This is an optimization exercise on Yosys and OpenROAD, whose aim is small area, a short achievable clock period and few clock cycles, not a production implementation.
Where RTL was checked, it was by simulation tests only, not by an equivalence proof against the original.
The clock port is modelled as an ideal driver; clocking choices that lean on that would not hold on a real chip.
Power and IR drop assume default switching activity.

## rev 12
==> flow/design.v <==
module LZ77_Encoder(clk,reset,chardata,valid,encode,finish,offset,match_len,char_nxt);
input 				clk;
input 				reset;
input 		[7:0] 	chardata;
output  	reg  valid;
output  			encode;
output  	reg	finish;
output  	reg [4:0] 	offset;
output  		[4:0] 	match_len;
output  		[7:0] 	char_nxt;
reg		[4*31-1:0]	hist;
reg		[3:0]		xinv;	 
reg		[29:0]		alive;
reg		[4:0]		len;
reg					fresh;	 
reg					full;	 
reg		[9:0]		cnt;	 
assign	encode = 1'b1;
assign	match_len = len;
assign	char_nxt = {2'b00, finish, 1'b0, hist[7:4]};
wire	[3:0]	nxt = (cnt == 10'd511) ? 4'h4 : chardata[3:0];
wire		run = ~cnt[9];
wire		eob = cnt[9] & ~|cnt[8:0];
reg		[29:0]		hv;
reg		[29:0]		m;
integer i;
always @(*)
begin
	for (i = 0; i < 30; i = i + 1)
	begin
		hv[i] = (|cnt[8:5]) | (cnt[4:0] > i);
		m[i] = (i < 15) ? (hist[4*(i+1) +: 4] == hist[3:0]) : (hist[4*(i+1) +: 4] == ~xinv);
	end
end
wire			go = run & ~full;
wire	[29:0]	a = (alive | (hv & {30{fresh}})) & m & {30{go}};
wire			emit = ~|a;
wire	[4:0]	cur = fresh ? 5'd0 : len;
reg		[4:0]	best;
always @(*)
begin
	best = 5'd0;
	for (i = 0; i < 30; i = i + 1)
		if (alive[i]) best = i;
end
always @(posedge clk or posedge reset)
begin
	if (reset)
	begin
		cnt <= 10'h3ff;
		valid <= 1'b0;
		finish <= 1'b0;
	end
	else
	begin
		cnt <= cnt + 10'd1;
		valid <= ~finish & (eob | (run & emit));
		finish <= finish | eob;
	end
end
always @(posedge clk)
begin
	hist <= {hist[4*30-1:0], nxt};
	xinv <= ~nxt;
	alive <= a;
	len <= emit ? cur : cur + 5'd1;
	fresh <= emit;
	full <= ~emit & (cur == 5'd23);
	offset <= fresh ? 5'd0 : best;
end
endmodule
==> flow/config.mk <==
export PLATFORM = sky130hd
export DESIGN_NAME = LZ77_Encoder
export DESIGN_NICKNAME = LZ77_Encoder
export VERILOG_FILES = /design/flow/design.v
export SDC_FILE = /design/flow/constraint.sdc
export NUM_CORES = 4
export LEC_CHECK = 0
export ABC_AREA = 1
export CAP_MARGIN = 20
export CORE_MARGIN = 2
export CORE_UTILIZATION = 50
export SLEW_MARGIN = 20
==> flow/constraint.sdc <==
create_clock -name core_clock -period 10.0 [get_ports {clk}]
set_input_delay 2.0000 -clock core_clock [delete_from_list [all_inputs] [get_ports {clk}]]
set_output_delay 2.0000 -clock core_clock [all_outputs]
set_load 0.01 [all_outputs]
standard.sh (not shown) runs the stock make flow with config.mk's settings and CLKGATE_MAP_FILE= SYNTH_SCRIPT=/design/flow/synth_recipe.tcl, a recipe that flattens the netlist after the stock synthesis.
==> flow/flow/run.sh <==
#!/bin/bash
# Standard ORFS layout, with buf_4 port buffers and repair_timing aiming at
# a setup slack of 6.9 ns (the design's natural period is far below the 10 ns clock).
set -euo pipefail
export BUFFER_PORTS_ARGS="-buffer_cell sky130_fd_sc_hd__buf_4"
export SETUP_SLACK_MARGIN=6.9
export CTS_ARGS="-sink_clustering_enable -repair_clock_nets -dont_use_dummy_load -buf_list sky130_fd_sc_hd__clkbuf_8 -sink_clustering_size 30"
export POST_FLOORPLAN_TCL=$PWD/flow/downsize.tcl
export POST_CTS_TCL=$PWD/flow/clkinv.tcl CLKINV_ROOT=sky130_fd_sc_hd__clkinv_16 CLKINV_LEAF=sky130_fd_sc_hd__clkinv_4 CLKINV_MARGIN=7.2
bash standard.sh finish > orfs_make.log 2>&1
Other scripts of this flow, unchanged in this note and not shown: flow/flow/clkinv.tcl, flow/flow/downsize.tcl
The inputs of rev 13 differ from those of rev 12 as listed below.
==> flow/design.v <==
module LZ77_Encoder(clk,reset,chardata,valid,encode,finish,offset,match_len,char_nxt);
input 				clk;
input 				reset;
input 		[7:0] 	chardata;
output  	reg  valid;
output  			encode;
output  	reg	finish;
output  	reg [4:0] 	offset;
output  		[4:0] 	match_len;
output  		[7:0] 	char_nxt;
reg		[4*31-1:0]	hist;
reg		[29:0]		alive;
reg		[4:0]		len;
reg					fresh;	 
reg					full;	 
reg		[9:0]		cnt;	 
reg					late;	 
assign	encode = 1'b1;
assign	match_len = len;
assign	char_nxt = {2'b00, finish, 1'b0, hist[7:4]};
wire	[3:0]	nxt = (cnt == 10'd511) ? 4'h4 : chardata[3:0];
wire		run = ~cnt[9];
wire		eob = cnt[9] & ~|cnt[8:0];
reg		[29:0]		hv;
reg		[29:0]		m;
integer i;
always @(*)
begin
	for (i = 0; i < 30; i = i + 1)
	begin
		hv[i] = late | (cnt[4:0] > i);
		m[i] = (hist[4*(i+1) +: 4] == hist[3:0]);
	end
end
wire			go = run & ~full;
wire	[29:0]	a = (alive | (hv & {30{fresh}})) & m & {30{go}};
wire			emit = ~|a;
wire	[4:0]	cur = fresh ? 5'd0 : len;
reg		[4:0]	best;
always @(*)
begin
	best = 5'd0;
	for (i = 0; i < 30; i = i + 1)
		if (alive[i]) best = i;
end
always @(posedge clk or posedge reset)
begin
	if (reset)
	begin
		cnt <= 10'h3ff;
		late <= 1'b0;
		valid <= 1'b0;
		finish <= 1'b0;
	end
	else
	begin
		cnt <= cnt + 10'd1;
		late <= run & (late | (&cnt[4:0]));
		valid <= ~finish & (eob | (run & emit));
		finish <= finish | eob;
	end
end
always @(posedge clk)
begin
	hist <= {hist[4*30-1:0], nxt};
	alive <= a;
	len <= emit ? cur : cur + 5'd1;
	fresh <= emit;
	full <= ~emit & (cur == 5'd23);
	offset <= fresh ? 5'd0 : best;
end
endmodule
Results
Changes observed in rev 13 relative to rev 12: power share of the combinational group up 1.2 points, setup slack up 25 ps, routed length on met1 up 750 um, die area flat. Per the comparison of rev 13 with rev 12, post-layout minimum cycle time shrank by 25 ps; DRC violation total after the first TritonRoute iteration grew by 14%; slew at the pin closest to its max-slew limit shrank by 390 ps. Routed length on met2: rev 13 vs rev 12 up about 26%. Going from rev 12 to rev 13, count of inverters not on the clock network in the layout shrank slightly.
No functional check of the RTL was part of any run of this note.


Another version of the RTL of LZ77_Encoder (not shown whole).
For scale: ~710 cells after synthesis, roughly 6700 um^2 of cells after synthesis.
==> module LZ77_Encoder, before the edit <==
module LZ77_Encoder(clk,reset,chardata,valid,encode,finish,offset,match_len,char_nxt);
input 				clk;
input 				reset;
input 		[7:0] 	chardata;
output  	reg  valid;
output  			encode;
output  	reg	finish;
output  	reg [4:0] 	offset;
output  		[4:0] 	match_len;
output  		[7:0] 	char_nxt;
reg		[4*31-1:0]	hist;
reg		[29:0]		alive;
reg		[4:0]		len;
reg					fresh;	 
reg					full;	 
reg		[9:0]		cnt;	 
assign	encode = 1'b1;
assign	match_len = len;
assign	char_nxt = {2'b00, finish, 1'b0, hist[7:4]};
wire		run = ~cnt[9];
wire		eob = cnt[9] & ~|cnt[8:0];
reg		[29:0]		hv;
reg		[29:0]		m;
integer i;
always @(*)
begin
	for (i = 0; i < 30; i = i + 1)
	begin
		hv[i] = (|cnt[8:5]) | (cnt[4:0] > i);
		m[i] = (hist[4*(i+1) +: 4] == hist[3:0]);
	end
end
wire			go = run & ~full;
wire	[29:0]	a = (fresh ? hv : alive) & m & {30{go}};
wire			emit = ~|a;
wire	[4:0]	cur = fresh ? 5'd0 : len;
reg		[4:0]	best;
always @(*)
begin
	best = 5'd0;
	for (i = 0; i < 30; i = i + 1)
		if (alive[i]) best = i;
end
always @(posedge clk or posedge reset)
begin
	if (reset)
	begin
		cnt <= 10'h3ff;
		valid <= 1'b0;
		finish <= 1'b0;
	end
	else
	begin
		cnt <= cnt + 10'd1;
		valid <= ~finish & (eob | (run & emit));
		finish <= finish | eob;
	end
end
always @(posedge clk)
begin
	hist <= {hist[4*30-1:0], (cnt == 10'd511) ? 4'h4 : chardata[3:0]};
	alive <= a;
	len <= emit ? cur : cur + 5'd1;
	fresh <= emit;
	full <= ~emit & (cur == 5'd23);
	offset <= fresh ? 5'd0 : best;
end
endmodule
export LEC_CHECK = 0
export ABC_AREA = 1
export CAP_MARGIN = 20
export CORE_MARGIN = 2
export CORE_UTILIZATION = 50
export SLEW_MARGIN = 20
create_clock -name core_clock -period 10.0 [get_ports {clk}]
Scripts as last shown in full above: flow/flow/run.sh
Other scripts of this flow, unchanged in this note and not shown: flow/flow/clkinv.tcl, flow/flow/downsize.tcl
Testbench counts at the start, summed over its fixed seeds: cycles 16,448.
Next try:
==> flow/design.v (replaced) <==
module LZ77_Encoder(clk,reset,chardata,valid,encode,finish,offset,match_len,char_nxt);
input 				clk;
input 				reset;
input 		[7:0] 	chardata;
output  	reg  valid;
output  			encode;
output  	reg	finish;
output  	reg [4:0] 	offset;
output  		[4:0] 	match_len;
output  		[7:0] 	char_nxt;
reg		[4*31-1:0]	hist;
reg		[3:0]		xinv;	 
reg		[29:0]		alive;
reg		[4:0]		len;
reg					fresh;	 
reg					full;	 
reg		[9:0]		cnt;	 
reg					late;	 
assign	encode = 1'b1;
assign	match_len = len;
assign	char_nxt = {2'b00, finish, 1'b0, hist[7:4]};
wire	[3:0]	nxt = (cnt == 10'd511) ? 4'h4 : chardata[3:0];
wire		run = ~cnt[9];
wire		eob = cnt[9] & ~|cnt[8:0];
reg		[29:0]		hv;
reg		[29:0]		m;
integer i;
always @(*)
begin
	for (i = 0; i < 30; i = i + 1)
	begin
		hv[i] = late | (cnt[4:0] > i);
		m[i] = (i < 15) ? (hist[4*(i+1) +: 4] == hist[3:0]) : (hist[4*(i+1) +: 4] == ~xinv);
	end
end
wire			go = run & ~full;
wire	[29:0]	a = (alive | (hv & {30{fresh}})) & m & {30{go}};
wire			emit = ~|a;
wire	[4:0]	cur = fresh ? 5'd0 : len;
reg		[4:0]	best;
always @(*)
begin
	best = 5'd0;
	for (i = 0; i < 30; i = i + 1)
		if (alive[i]) best = i;
end
always @(posedge clk or posedge reset)
begin
	if (reset)
	begin
		cnt <= 10'h3ff;
		late <= 1'b0;
		valid <= 1'b0;
		finish <= 1'b0;
	end
	else
	begin
		cnt <= cnt + 10'd1;
		late <= run & (late | (&cnt[4:0]));
		valid <= ~finish & (eob | (run & emit));
		finish <= finish | eob;
	end
end
always @(posedge clk)
begin
	hist <= {hist[4*30-1:0], nxt};
	xinv <= ~nxt;
	alive <= a;
	len <= emit ? cur : cur + 5'd1;
	fresh <= emit;
	full <= ~emit & (cur == 5'd23);
	offset <= fresh ? 5'd0 : best;
end
endmodule
Core utilization went up by 0.64 points.
Die area grows by 2.2%.
Design area goes up by 2.4%.
Wire length decreases by 5.9%.
Via count rises by 0.91%.
Only the layout flow was run in the second run of this note; the RTL was not checked for function there.

==> afterwards: timing with drivers on the ports <==
Ports are ideal in the flow. The routed layouts listed here were re-timed in OpenROAD.
Step 1: set_driving_cell puts a clkbuf_16 on clk and a buf_2 on each other input, an assumption about the parent block.
Step 2 moves the port delays by t, midway between the first and last clock arrival at a register: inputs arrive t later, outputs are due t later. That takes back most of the time a late clock gives input paths.
Slacks: ideal ports / drivers / drivers and shift; pairs: ideal ports / drivers.
| run | t (ns) | slack for setup (ns) | slew at the worst register clock pin (ns) |
|---|---|---|---|
| rev 12 | 0.313 | 7.163 / 7.117 / 7.163 | 0.09 / 0.09 |
| rev 13 | 0.313 | 7.188 / 7.126 / 7.188 | 0.11 / 0.11 |
| the first run of note 2 | 0.320 | 7.193 / 7.118 / 7.235 | 0.10 / 0.10 |
| the second run of note 2 | 0.310 | 7.111 / 7.105 / 7.111 | 0.10 / 0.10 |
After both steps setup and hold are still met in every run listed.
